What follows belongs to an exercise in optimizing a design on an open flow for small area, a short achievable clock period and few clock cycles; a production flow would make more cautious choices.
In this exercise RTL edits were held to simulation tests only and were not proved equivalent to the original.
Power and IR drop assume default switching activity.

## onyx
## cpu
module cpu(input clk, reset, input [15:0] i_mem_rddata, output logic o_mem_rd, o_mem_wr, output logic [15:0] o_mem_addr, o_mem_wrdata);
For scale: ~1600 cells after synthesis, ~52 I/O pins, about 12000 um2 of cells after synthesis.
==> module cpu, before the edit <==
module cpu(input clk, reset, input [15:0] i_mem_rddata, output logic o_mem_rd, o_mem_wr, output logic [15:0] o_mem_addr, o_mem_wrdata);
	logic [15:0] r0, r1, r2, r3, r4, r5, r6, r7;
	logic n, z;
	logic [15:0] A;       
	logic wr;             
	logic rd;             
	logic ldc;            
	logic av;             
	logic nd;             
	logic lw;             
	logic [2:0] ldx;      
	logic [15:0] opA, opB;
	logic ecin, ewe, efl;
	logic [2:0] ed;
	wire [15:0] I = i_mem_rddata;
	wire [4:0] op = I[4:0];
	wire [2:0] X = I[7:5];
	wire [2:0] Y = I[10:8];
	wire [7:0] imm8 = I[15:8];
	wire [10:0] imm11 = I[15:5];
	function automatic [15:0] bkadd(input [15:0] x, input [15:0] y, input c0);
		logic [15:0] g, p, G, P;
		integer i, s;
		begin
			g = x & y;
			p = x ^ y;
			G = g;
			P = p;
			G[0] = g[0] | (p[0] & c0);
			for (s = 1; s < 16; s = s * 2)
				for (i = 2*s-1; i < 16; i = i + 2*s) begin
					G[i] = G[i] | (P[i] & G[i-s]);
					P[i] = P[i] & P[i-s];
				end
			for (s = 4; s >= 1; s = s / 2)
				for (i = 3*s-1; i < 16; i = i + 2*s) begin
					G[i] = G[i] | (P[i] & G[i-s]);
					P[i] = P[i] & P[i-s];
				end
			bkadd = p ^ {G[14:0], c0};
		end
	endfunction
	wire [15:0] res = opA + opB + {15'b0, ecin};
	wire res_z = (opA[0] ^ opB[0]) == ecin &&
	             ((opA[15:1] ^ opB[15:1]) == (opA[14:0] | opB[14:0]));
	wire n_e = efl ? res[15] : n;
	wire z_e = efl ? res_z : z;
	wire [15:0] wdr = reset ? 16'b0 : res;
	wire [7:0] wen = {8{reset}} | ({7'b0, ewe} << ed);
	always @(posedge clk) begin
		if (wen[0]) r0 <= wdr;
		if (wen[1]) r1 <= wdr;
		if (wen[2]) r2 <= wdr;
		if (wen[3]) r3 <= wdr;
		if (wen[4]) r4 <= wdr;
		if (wen[5]) r5 <= wdr;
		if (wen[6]) r6 <= wdr;
		if (wen[7]) r7 <= wdr;
	end
	always @(posedge clk) begin
		if (reset) begin
			n <= 1'b0;
			z <= 1'b0;
		end else begin
			n <= n_e;
			z <= z_e;
		end
	end
	logic [15:0] rxf, ryf;
	always @(*) begin
		case (X)
			3'd0: rxf = r0; 3'd1: rxf = r1; 3'd2: rxf = r2; 3'd3: rxf = r3;
			3'd4: rxf = r4; 3'd5: rxf = r5; 3'd6: rxf = r6; default: rxf = r7;
		endcase
		case (Y)
			3'd0: ryf = r0; 3'd1: ryf = r1; 3'd2: ryf = r2; 3'd3: ryf = r3;
			3'd4: ryf = r4; 3'd5: ryf = r5; 3'd6: ryf = r6; default: ryf = r7;
		endcase
	end
	wire [15:0] rx = (ewe && ed == X) ? res : rxf;
	wire [15:0] ry = (ewe && ed == Y) ? res : ryf;
	wire jmp   = op[3];
	wire ldst  = ~op[4] & ~op[3] & op[2];
	wire isst  = op[0];
	wire mvhi  = op[4] & op[2];
	wire alu   = ~op[3] & ~ldst;
	wire domov = ~op[1] & ~op[0] & ~mvhi;           
	wire dosub = op[1] & ~mvhi;                     
	wire aluw  = alu & ~(op[1] & op[0]);            
	wire aluf  = alu & ~domov & ~mvhi;              
	wire link  = jmp & op[2];                       
	wire cond  = (~op[1] & ~op[0]) | (op[0] & z_e) | (op[1] & n_e);
	wire xrel  = ~(op[4] & op[3]);                  
	wire yrel  = ~op[4] & ~op[3];                   
	wire haz  = (ldc & ((xrel & (X == ldx)) | (yrel & (Y == ldx)) | (link & (ldx == 3'd7))))
	          | (wr & (A[8:1] == L[8:1]));    
	wire ex   = av & ~haz;
	wire dacc = ex & ldst;
	wire tk   = ex & jmp & cond;
	wire now_data = nd;
	wire [15:1] L = opB[15:1];
	wire [15:0] incw = bkadd({1'b0, now_data ? L : A[15:1]}, 16'b0, 1'b1);
	wire [15:1] inc = incw[14:0];                          
	wire [15:1] pc2 = now_data ? inc : A[15:1];           
	wire [15:1] tgt = op[4] ? ((now_data ? L : A[15:1]) + {{4{imm11[10]}}, imm11} + {14'b0, now_data}) :
	                  ((op[2] & (X == 3'd7)) ? pc2 : rx[15:1]);
	logic [15:0] A_n;
	always @(*) begin
		if (av & haz) A_n = {L, 1'b0};
		else if (dacc) A_n = ry;
		else if (tk) A_n = {tgt, 1'b0};
		else A_n = {inc, 1'b0};
	end
	logic [15:0] b;
	always @(*) begin
		if (ldst) b = {now_data ? L : A[15:1], 1'b0};    
		else if (~op[4]) b = ry;
		else if (op[2]) b = {imm8, 8'b0};
		else b = {{8{imm8[7]}}, imm8};
	end
	always @(posedge clk) begin
		if (lw) begin
			opA <= 16'b0;
			opB <= I;
			ecin <= 1'b0;
			ed <= ldx;
		end else if (link) begin
			opA <= {pc2, 1'b0};
			opB <= 16'b0;
			ecin <= 1'b0;
			ed <= 3'd7;
		end else begin
			opA <= domov ? 16'b0 : rx;
			opB <= dosub ? ~b : b;
			ecin <= dosub;
			ed <= X;
		end
	end
	always @(posedge clk) begin
		if (reset) begin
			A <= 16'b0;
			wr <= 1'b0;
			nd <= 1'b0;
			rd <= 1'b1;
			ldc <= 1'b0;
			av <= 1'b0;
			lw <= 1'b0;
			ewe <= 1'b0;
			efl <= 1'b0;
		end else begin
			A <= A_n;
			wr <= dacc & isst;
			nd <= dacc;
			rd <= ~(dacc & isst);
			ldc <= dacc & ~isst;
			av <= ~now_data & ~tk;
			lw <= ldc;
			ewe <= lw | (ex & (aluw | link));
			efl <= ex & aluf;
		end
	end
	always @(posedge clk) begin
		if (dacc) ldx <= X;
	end
	always @(*) begin
		o_mem_addr = A;
		o_mem_wr = wr;
		o_mem_rd = rd;
		o_mem_wrdata = opA;
	end
endmodule
==> flow/config.mk <==
export PLATFORM = sky130hd
export DESIGN_NAME = cpu
export DESIGN_NICKNAME = cpu
export VERILOG_FILES = /design/flow/design.v
export SDC_FILE = /design/flow/constraint.sdc
export NUM_CORES = 4
export LEC_CHECK = 0
export ABC_AREA = 1
export CAP_MARGIN = 20
export CORE_MARGIN = 2
export CORE_UTILIZATION = 40
export SETUP_SLACK_MARGIN = 4.5
export SLEW_MARGIN = 20
==> flow/constraint.sdc <==
create_clock -name core_clock -period 7.5 [get_ports {clk}]
set_input_delay 1.5000 -clock core_clock [delete_from_list [all_inputs] [get_ports {clk}]]
set_output_delay 1.5000 -clock core_clock [all_outputs]
set_load 0.01 [all_outputs]
run.sh (not shown) runs the stock make flow with config.mk's settings and CLKGATE_MAP_FILE= SYNTH_SCRIPT=/design/flow/synth_recipe.tcl, a recipe that flattens the netlist after the stock synthesis.
Testbench counts of onyx, summed over its fixed seeds: cycles 75,905.
Changes in sierra relative to onyx:
diff --git a/flow/design.v b/flow/design.v
--- a/flow/design.v
+++ b/flow/design.v
@@ -3,13 +3,13 @@
 	logic n, z;
 	logic [15:0] A;       
 	logic wr;             
 	logic rd;             
 	logic ldc;            
 	logic av;             
-	logic nd;             
+	logic [15:1] L;       
 	logic lw;             
 	logic [2:0] ldx;      
 	logic [15:0] opA, opB;
 	logic ecin, ewe, efl;
 	logic [2:0] ed;
 	wire [15:0] I = i_mem_rddata;
@@ -90,34 +90,32 @@
 	wire aluf  = alu & ~domov & ~mvhi;              
 	wire link  = jmp & op[2];                       
 	wire cond  = (~op[1] & ~op[0]) | (op[0] & z_e) | (op[1] & n_e);
 	wire xrel  = ~(op[4] & op[3]);                  
 	wire yrel  = ~op[4] & ~op[3];                   
 	wire haz  = (ldc & ((xrel & (X == ldx)) | (yrel & (Y == ldx)) | (link & (ldx == 3'd7))))
-	          | (wr & (A[8:1] == L[8:1]));    
+	          | (wr & (A[15:1] == L));
 	wire ex   = av & ~haz;
 	wire dacc = ex & ldst;
 	wire tk   = ex & jmp & cond;
-	wire now_data = nd;
-	wire [15:1] L = opB[15:1];
+	wire now_data = wr | ldc;
 	wire [15:0] incw = bkadd({1'b0, now_data ? L : A[15:1]}, 16'b0, 1'b1);
 	wire [15:1] inc = incw[14:0];                          
 	wire [15:1] pc2 = now_data ? inc : A[15:1];           
-	wire [15:1] tgt = op[4] ? ((now_data ? L : A[15:1]) + {{4{imm11[10]}}, imm11} + {14'b0, now_data}) :
+	wire [15:1] tgt = op[4] ? (L + {{4{imm11[10]}}, imm11} + 15'd1) :
 	                  ((op[2] & (X == 3'd7)) ? pc2 : rx[15:1]);
 	logic [15:0] A_n;
 	always @(*) begin
 		if (av & haz) A_n = {L, 1'b0};
 		else if (dacc) A_n = ry;
 		else if (tk) A_n = {tgt, 1'b0};
 		else A_n = {inc, 1'b0};
 	end
 	logic [15:0] b;
 	always @(*) begin
-		if (ldst) b = {now_data ? L : A[15:1], 1'b0};    
-		else if (~op[4]) b = ry;
+		if (~op[4]) b = ry;
 		else if (op[2]) b = {imm8, 8'b0};
 		else b = {{8{imm8[7]}}, imm8};
 	end
 	always @(posedge clk) begin
 		if (lw) begin
 			opA <= 16'b0;
@@ -137,32 +135,31 @@
 		end
 	end
 	always @(posedge clk) begin
 		if (reset) begin
 			A <= 16'b0;
 			wr <= 1'b0;
-			nd <= 1'b0;
 			rd <= 1'b1;
 			ldc <= 1'b0;
 			av <= 1'b0;
 			lw <= 1'b0;
 			ewe <= 1'b0;
 			efl <= 1'b0;
 		end else begin
 			A <= A_n;
 			wr <= dacc & isst;
-			nd <= dacc;
 			rd <= ~(dacc & isst);
 			ldc <= dacc & ~isst;
 			av <= ~now_data & ~tk;
 			lw <= ldc;
 			ewe <= lw | (ex & (aluw | link));
 			efl <= ex & aluf;
 		end
 	end
 	always @(posedge clk) begin
+		if (~now_data) L <= A[15:1];
 		if (dacc) ldx <= X;
 	end
 	always @(*) begin
 		o_mem_addr = A;
 		o_mem_wr = wr;
 		o_mem_rd = rd;
### Flow results
- Measured against onyx, the sequential cell count of sierra comes out at 1.07 times the reference value.
- Clock transition time at the flip-flop clock pins of the worst setup and hold paths: sierra vs onyx down 20 ps
- The transition time of the tightest slew-check pin reported for sierra is greater than that of onyx by 130 ps.
- In the flow results for sierra and onyx, the total design power is larger on sierra.
- Between sierra and onyx, the initial antenna violation count is lower for onyx.
- Sequential power was higher in sierra than in onyx.
- Global-route usage in sierra vs onyx: down 0.66 points
- Diff onyx -> sierra: core utilization closely matched the old numbers; normalized max-slew margin fell 9.0 points; layout buffer count excluding clock buffers lost 11%.
- sierra ends up with a proportion of power drawn by flip-flops and latches that is 0.3 points lower than in onyx.
- Between sierra and onyx, the clock tree cell share of total cell area is lower for onyx.
Testbench counts of sierra, summed over its fixed seeds: cycles 75,890.

## afterwards: timing with drivers on the ports
The results above use ideal ports. As a check the final layouts listed here were re-extracted and re-timed, cells and wires unchanged. Step 1: set_driving_cell puts a clkbuf_16 on clk and a buf_2 on each other input, an assumption about the parent block. Step 2 moves the port delays by t, midway between the first and last clock arrival at a register: inputs arrive t later, outputs are due t later. That takes back most of the time a late clock gives input paths. a / b / c = ideal / step 1 / step 2; a / b = the first two.
| run | shift t [ns] | slack for setup (ns) | hold WS [ns] | pins driven straight from the clock port |
|---|---|---|---|---|
| onyx | 0.501 | 4.464 / 4.456 / 3.955 | 0.441 / 0.441 / 0.441 | 1 |
| sierra | 0.589 | 4.497 / 4.450 / 3.920 | 0.482 / 0.482 / 0.482 | 1 |
After both steps setup and hold are still met in every run listed. For sierra, which loses most, drivers alone change the setup slack by -0.047 ns; drivers and shift together by -0.577 ns.
